This design comes from an exercise in tuning for small area and a short achievable clock period on the open sky130 flow, not from production work. At most, simulation tests tie the RTL to the original design; equivalence was not proved. Power figures rest on the tool's default switching activity, not on a simulated workload.

## lane 2
==> module fifo, before the edit <==
module fifo(clock,reset,pin,sin,din,pout,dout, TM, SI, S0);
input clock,reset;
input pin, sin;
input [8:0] din;
output pout;
output [8:0] dout;
output S0;
input TM, SI;
reg [4:0]   memw, memr;    
reg         ne;            
reg         full;          
reg         one;           
reg [8:0]   dq;            
reg [287:0] mem;           
assign pout = ne;
assign S0   = memw[4];
assign dout = dq;
wire write = pin & ~full;
wire pop   = ~sin & ne;
wire [4:0] w1 = memw + 5'd1;
wire [4:0] r1 = memr + 5'd1;
wire [4:0] wt = {memw[3:0], memr[4]};       
wire two    = (memw == memr + 5'd2);          
wire thirty = ((memw + 5'd2) == memr);        
wire ton0   = (wt == {memr[3:0], 1'b1});
wire ton1   = (wt == {r1[3:0], 1'b0});
wire tne0   = (wt != {memr[3:0], 1'b0});
wire tne1   = (wt != {memr[3:0], 1'b1});
wire tfu0   = ((wt + 5'd1) == {memr[3:0], 1'b0});
wire tfu1   = ((wt + 5'd1) == {memr[3:0], 1'b1});
wire tby0   = (memw == {memr[3:0], 1'b0});
wire tby1   = (memw == {memr[3:0], 1'b1});
wire [31:0] wdec = 32'd1 << memw;
integer i;
always @(posedge clock)
  for (i = 0; i < 32; i = i + 1)
    if (write & wdec[i]) mem[9*i +: 9] <= din;
wire [4:0] rn = ~memr;
wire       tn = ~TM, sn = ~SI;
wire [7:0] hn, ht;                   
wire [3:0] ln, lt;                   
genvar e, b, k;
generate
  for (e = 0; e < 8; e = e + 1) begin : g_hi
    fifo_and3 un (.a(e & 4 ? memr[4] : rn[4]), .b(e & 2 ? memr[3] : rn[3]),
                  .c(e & 1 ? memr[2] : rn[2]), .x(hn[e]));
    fifo_and3 ut (.a(e & 4 ? memr[3] : rn[3]), .b(e & 2 ? memr[2] : rn[2]),
                  .c(e & 1 ? memr[1] : rn[1]), .x(ht[e]));
  end
  for (e = 0; e < 4; e = e + 1) begin : g_lo
    fifo_and3 un (.a(tn), .b(e & 2 ? memr[1] : rn[1]),
                  .c(e & 1 ? memr[0] : rn[0]), .x(ln[e]));
    fifo_and3 ut (.a(TM), .b(e & 2 ? memr[0] : rn[0]),
                  .c(e & 1 ? SI : sn), .x(lt[e]));
  end
endgenerate
wire [31:0] sel;
generate
  for (e = 0; e < 32; e = e + 1) begin : g_sel
    fifo_ao22 u (.a1(hn[((e + 31) % 32) / 4]), .a2(ln[(e + 31) % 4]),
                 .b1(ht[e / 4]),               .b2(lt[e % 4]),
                 .x(sel[e]));
  end
endgenerate
wire byp = write & (TM ? (SI ? tby1 : tby0) : (pop ? one : ~ne));
wire [8:0] dnext;
wire nbyp = ~byp;
generate
  for (b = 0; b < 9; b = b + 1) begin : g_rd
    wire [3:0] g;
    wire [1:0] t;
    wire       bd;
    for (e = 0; e < 4; e = e + 1) begin : g_grp
      wire [7:0] m;
      for (k = 0; k < 8; k = k + 1) begin : g_m
        assign m[k] = mem[9*(8*e+k)+b];
      end
      fifo_andor8 u (.s(sel[8*e +: 8]), .m(m), .y(g[e]));
    end
    fifo_nor2  u0 (.a(g[0]), .b(g[1]), .y(t[0]));
    fifo_nor2  u1 (.a(g[2]), .b(g[3]), .y(t[1]));
    fifo_nor2  u2 (.a(nbyp), .b(din[b]), .y(bd));
    fifo_a31oi u3 (.a1(nbyp), .a2(t[0]), .a3(t[1]), .b1(bd), .y(dnext[b]));
  end
endgenerate
always @(posedge clock)
  if (byp | TM | pop) dq <= dnext;
always @(posedge clock or posedge reset) begin
  if (reset) begin
    memw <= 5'd0;
    memr <= 5'd0;
    ne   <= 1'b0;
    full <= 1'b0;
    one  <= 1'b0;
  end else if (TM) begin
    memw <= wt;
    memr <= {memr[3:0], SI};
    ne   <= SI ? tne1 : tne0;
    full <= SI ? tfu1 : tfu0;
    one  <= SI ? ton1 : ton0;
  end else begin
    memw <= write ? w1 : memw;
    memr <= pop ? r1 : memr;
    if (write & ~pop) begin
      ne   <= 1'b1;
      full <= thirty;
      one  <= ~ne;
    end else if (pop & ~write) begin
      ne   <= ~one;
      full <= 1'b0;
      one  <= two;
    end
  end
end
endmodule
Settings: LEC_CHECK=0, CAP_MARGIN=20, CORE_MARGIN=2, CORE_UTILIZATION=55, SETUP_SLACK_MARGIN=1.6, SLEW_MARGIN=20, SYNTH_HIERARCHICAL=1; clock period 3.5 ns.
standard.sh (not shown) runs the stock make flow with config.mk's settings and CLKGATE_MAP_FILE= SYNTH_SCRIPT=/design/flow/synth_recipe.tcl, a recipe that flattens the netlist after the stock synthesis.
==> flow/flow/run.sh <==
#!/bin/bash
# Layout flow: the standard ORFS flow (standard.sh), with two changes:
#  - the port buffers are plain buf_2 cells instead of the delay cells
#    buffer_ports picks by default;
#  - the clock tree uses larger sink clusters and no dummy loads.
# make's full output goes to flow.log in the work folder; ORFS keeps each
# step's own log under orfs/logs/.
set -euo pipefail
export BUFFER_PORTS_ARGS="-buffer_cell sky130_fd_sc_hd__buf_2"
export CTS_ARGS="-sink_clustering_enable -repair_clock_nets -dont_use_dummy_load -sink_clustering_size 30 -sink_clustering_max_diameter 80 -buf_list {sky130_fd_sc_hd__clkbuf_8 sky130_fd_sc_hd__clkbuf_16}"
bash standard.sh > flow.log 2>&1
Lane 2: flow completed, timing, DRC and antenna clean
For lane 5, these inputs were changed with respect to lane 2:
--- a/flow/design.v
+++ b/flow/design.v
@@ -63,30 +63,32 @@
                  .x(sel[e]));
   end
 endgenerate
 wire byp = write & (TM ? (SI ? tby1 : tby0) : (pop ? one : ~ne));
+wire ld  = byp | TM | pop;        
+wire nbyp = ~byp;
+wire rdl = nbyp & (TM | pop);     
 wire [8:0] dnext;
-wire nbyp = ~byp;
 generate
   for (b = 0; b < 9; b = b + 1) begin : g_rd
     wire [3:0] g;
     wire [1:0] t;
-    wire       bd;
+    wire       h;
     for (e = 0; e < 4; e = e + 1) begin : g_grp
       wire [7:0] m;
       for (k = 0; k < 8; k = k + 1) begin : g_m
         assign m[k] = mem[9*(8*e+k)+b];
       end
       fifo_andor8 u (.s(sel[8*e +: 8]), .m(m), .y(g[e]));
     end
-    fifo_nor2  u0 (.a(g[0]), .b(g[1]), .y(t[0]));
-    fifo_nor2  u1 (.a(g[2]), .b(g[3]), .y(t[1]));
-    fifo_nor2  u2 (.a(nbyp), .b(din[b]), .y(bd));
-    fifo_a31oi u3 (.a1(nbyp), .a2(t[0]), .a3(t[1]), .b1(bd), .y(dnext[b]));
+    fifo_nor2   u0 (.a(g[0]), .b(g[1]), .y(t[0]));
+    fifo_nor2   u1 (.a(g[2]), .b(g[3]), .y(t[1]));
+    fifo_o22ai  u2 (.a1(ld), .a2(dq[b]), .b1(nbyp), .b2(din[b]), .y(h));
+    fifo_a31oi  u3 (.a1(rdl), .a2(t[0]), .a3(t[1]), .b1(h), .y(dnext[b]));
   end
 endgenerate
 always @(posedge clock)
-  if (byp | TM | pop) dq <= dnext;
+  dq <= dnext;
 always @(posedge clock or posedge reset) begin
   if (reset) begin
     memw <= 5'd0;
     memr <= 5'd0;
@@ -119,8 +121,11 @@
 endmodule
 module fifo_nor2(input a, b, output y);
   assign y = ~(a | b);
 endmodule
+module fifo_o22ai(input a1, a2, b1, b2, output y);
+  assign y = ~((a1 | a2) & (b1 | b2));
+endmodule
 module fifo_a31oi(input a1, a2, a3, b1, output y);
   assign y = ~((a1 & a2 & a3) | b1);
 endmodule
 module fifo_ao22(input a1, a2, b1, b2, output x);
==> comparison <==
- Compared with lane 2, lane 5 shows a lower sequential fraction of the synthesis area.
- Cmp lane 5 vs lane 2: synthesized cell count higher in lane 5
- Going from lane 2 to lane 5, overall track demand over capacity in global routing went up by 0.52 points; buffers inserted during post-CTS setup optimization fell by 1.
- Lane 5 against lane 2: via count of the routed design rose about 2.5%, die area about even, post-route non-filler standard cell count rose 21, power density normalized to cell area fell about 0.8%.

* * *

fifo with an RTL version that a note above also has.
For scale: roughly 770 cells after synthesis, about 310 flip-flops.
==> module fifo, before the edit <==
module fifo(clock,reset,pin,sin,din,pout,dout, TM, SI, S0);
input clock,reset;
input pin, sin;
input [8:0] din;
output pout;
output [8:0] dout;
output S0;
input TM, SI;
reg [4:0]   memw, memr;    
reg         ne;            
reg         full;          
reg         one;           
reg [8:0]   dq;            
reg [287:0] mem;           
assign pout = ne;
assign S0   = memw[4];
assign dout = dq;
wire write = pin & ~full;
wire pop   = ~sin & ne;
wire [4:0] w1 = memw + 5'd1;
wire [4:0] r1 = memr + 5'd1;
wire [4:0] wt = {memw[3:0], memr[4]};       
wire two    = (memw == memr + 5'd2);          
wire thirty = ((memw + 5'd2) == memr);        
wire ton0   = (wt == {memr[3:0], 1'b1});
wire ton1   = (wt == {r1[3:0], 1'b0});
wire tne0   = (wt != {memr[3:0], 1'b0});
wire tne1   = (wt != {memr[3:0], 1'b1});
wire tfu0   = ((wt + 5'd1) == {memr[3:0], 1'b0});
wire tfu1   = ((wt + 5'd1) == {memr[3:0], 1'b1});
wire tby0   = (memw == {memr[3:0], 1'b0});
wire tby1   = (memw == {memr[3:0], 1'b1});
wire [31:0] wdec = 32'd1 << memw;
integer i;
always @(posedge clock)
  for (i = 0; i < 32; i = i + 1)
    if (write & wdec[i]) mem[9*i +: 9] <= din;
wire [4:0] rn = ~memr;
wire       tn = ~TM, sn = ~SI;
wire [7:0] hn, ht;                   
wire [3:0] ln, lt;                   
genvar e, b, k;
generate
  for (e = 0; e < 8; e = e + 1) begin : g_hi
    fifo_and3 un (.a(e & 4 ? memr[4] : rn[4]), .b(e & 2 ? memr[3] : rn[3]),
                  .c(e & 1 ? memr[2] : rn[2]), .x(hn[e]));
    fifo_and3 ut (.a(e & 4 ? memr[3] : rn[3]), .b(e & 2 ? memr[2] : rn[2]),
                  .c(e & 1 ? memr[1] : rn[1]), .x(ht[e]));
  end
  for (e = 0; e < 4; e = e + 1) begin : g_lo
    fifo_and3 un (.a(tn), .b(e & 2 ? memr[1] : rn[1]),
                  .c(e & 1 ? memr[0] : rn[0]), .x(ln[e]));
    fifo_and3 ut (.a(TM), .b(e & 2 ? memr[0] : rn[0]),
                  .c(e & 1 ? SI : sn), .x(lt[e]));
  end
endgenerate
wire [31:0] sel;
generate
  for (e = 0; e < 32; e = e + 1) begin : g_sel
    fifo_ao22 u (.a1(hn[((e + 31) % 32) / 4]), .a2(ln[(e + 31) % 4]),
                 .b1(ht[e / 4]),               .b2(lt[e % 4]),
                 .x(sel[e]));
  end
endgenerate
wire byp = write & (TM ? (SI ? tby1 : tby0) : (pop ? one : ~ne));
wire ld  = byp | TM | pop;        
wire nbyp = ~byp;
wire rdl = nbyp & (TM | pop);     
wire [8:0] dnext;
generate
  for (b = 0; b < 9; b = b + 1) begin : g_rd
    wire [3:0] g;
    wire [1:0] t;
    wire       h;
    for (e = 0; e < 4; e = e + 1) begin : g_grp
      wire [7:0] m;
      for (k = 0; k < 8; k = k + 1) begin : g_m
        assign m[k] = mem[9*(8*e+k)+b];
      end
      fifo_andor8 u (.s(sel[8*e +: 8]), .m(m), .y(g[e]));
    end
    fifo_nor2   u0 (.a(g[0]), .b(g[1]), .y(t[0]));
    fifo_nor2   u1 (.a(g[2]), .b(g[3]), .y(t[1]));
    fifo_o22ai  u2 (.a1(ld), .a2(dq[b]), .b1(nbyp), .b2(din[b]), .y(h));
    fifo_a31oi  u3 (.a1(rdl), .a2(t[0]), .a3(t[1]), .b1(h), .y(dnext[b]));
  end
endgenerate
always @(posedge clock)
  dq <= dnext;
always @(posedge clock or posedge reset) begin
  if (reset) begin
    memw <= 5'd0;
    memr <= 5'd0;
    ne   <= 1'b0;
    full <= 1'b0;
    one  <= 1'b0;
  end else if (TM) begin
    memw <= wt;
    memr <= {memr[3:0], SI};
    ne   <= SI ? tne1 : tne0;
    full <= SI ? tfu1 : tfu0;
    one  <= SI ? ton1 : ton0;
  end else begin
    memw <= write ? w1 : memw;
    memr <= pop ? r1 : memr;
    if (write & ~pop) begin
      ne   <= 1'b1;
      full <= thirty;
      one  <= ~ne;
    end else if (pop & ~write) begin
      ne   <= ~one;
      full <= 1'b0;
      one  <= two;
    end
  end
end
endmodule
clock: 3.5 ns
lec_check: 0
cap_margin: 20
core_margin: 2
core_utilization: 65
setup_slack_margin: 1.6
slew_margin: 20
synth_hierarchical: 1
Scripts as last shown in full above: flow/flow/run.sh
==> next run, changes <==
--- a/flow/design.v
+++ b/flow/design.v
@@ -23,14 +23,12 @@
 wire [4:0] wt = {memw[3:0], memr[4]};       
 wire two    = (memw == memr + 5'd2);          
 wire thirty = ((memw + 5'd2) == memr);        
-wire ton0   = (wt == {memr[3:0], 1'b1});
-wire ton1   = (wt == {r1[3:0], 1'b0});
-wire tne0   = (wt != {memr[3:0], 1'b0});
-wire tne1   = (wt != {memr[3:0], 1'b1});
-wire tfu0   = ((wt + 5'd1) == {memr[3:0], 1'b0});
-wire tfu1   = ((wt + 5'd1) == {memr[3:0], 1'b1});
-wire tby0   = (memw == {memr[3:0], 1'b0});
-wire tby1   = (memw == {memr[3:0], 1'b1});
+wire e0     = (memw[3:0] == memr[3:0]);
+wire e1     = (memw[3:0] == memr[3:0] + 4'd1);
+wire e15    = (memw[3:0] + 4'd1 == memr[3:0]);
+wire tbh    = (memw[4:1] == memr[3:0]);
+wire tby0   = tbh & ~memw[0];                 
+wire tby1   = tbh &  memw[0];                 
 wire [31:0] wdec = 32'd1 << memw;
 integer i;
 always @(posedge clock)
@@ -98,9 +96,9 @@
   end else if (TM) begin
     memw <= wt;
     memr <= {memr[3:0], SI};
-    ne   <= SI ? tne1 : tne0;
-    full <= SI ? tfu1 : tfu0;
-    one  <= SI ? ton1 : ton0;
+    ne   <= ~(e0 & (memr[4] == SI));
+    full <= SI ? (~memr[4] & e0) : (memr[4] & e15);
+    one  <= SI ? (~memr[4] & e1) : (memr[4] & e0);
   end else begin
     memw <= write ? w1 : memw;
     memr <= pop ? r1 : memr;
What happened: The new run finished clean; global-route usage went up by 0.28 points; via count went down by a few percent; die area went down slightly; cell count went down slightly; worst setup slack is worse by 61 ps; synthesized cell count went down slightly; routed wire length went down by a few percent; design area went down by a few percent.
The RTL of the second run of this note was laid out without a check of its function.

## port drivers added, routing unchanged
No port has a modelled driver above. Below, the same layouts with a new extraction and two added sets of constraints.
Step 1 assumes that a clkbuf_16 drives the clock port and a buf_2 every other input.
Step 2 also shifts input and output timing later by t, the mid clock arrival at the registers, as if the neighbouring blocks saw the same clock.
a / b / c = ideal ports / drivers / drivers and shift; a / b = the first two.
| run | t (ns) | slack for setup (ns) | cell pins on the clock port's net |
|---|---|---|---|
| lane 2 | 0.521 | 1.266 / 1.266 / 0.785 | 1 |
| lane 5 | 0.521 | 1.391 / 1.391 / 0.963 | 1 |
| the first run of note 2 | 0.532 | 1.416 / 1.416 / 0.970 | 1 |
| the second run of note 2 | 0.532 | 1.355 / 1.355 / 0.886 | 1 |
After both steps setup and hold are still met in every run listed. For lane 2, which loses most, drivers alone change the setup slack by 0.000 ns; drivers and shift together by -0.481 ns.
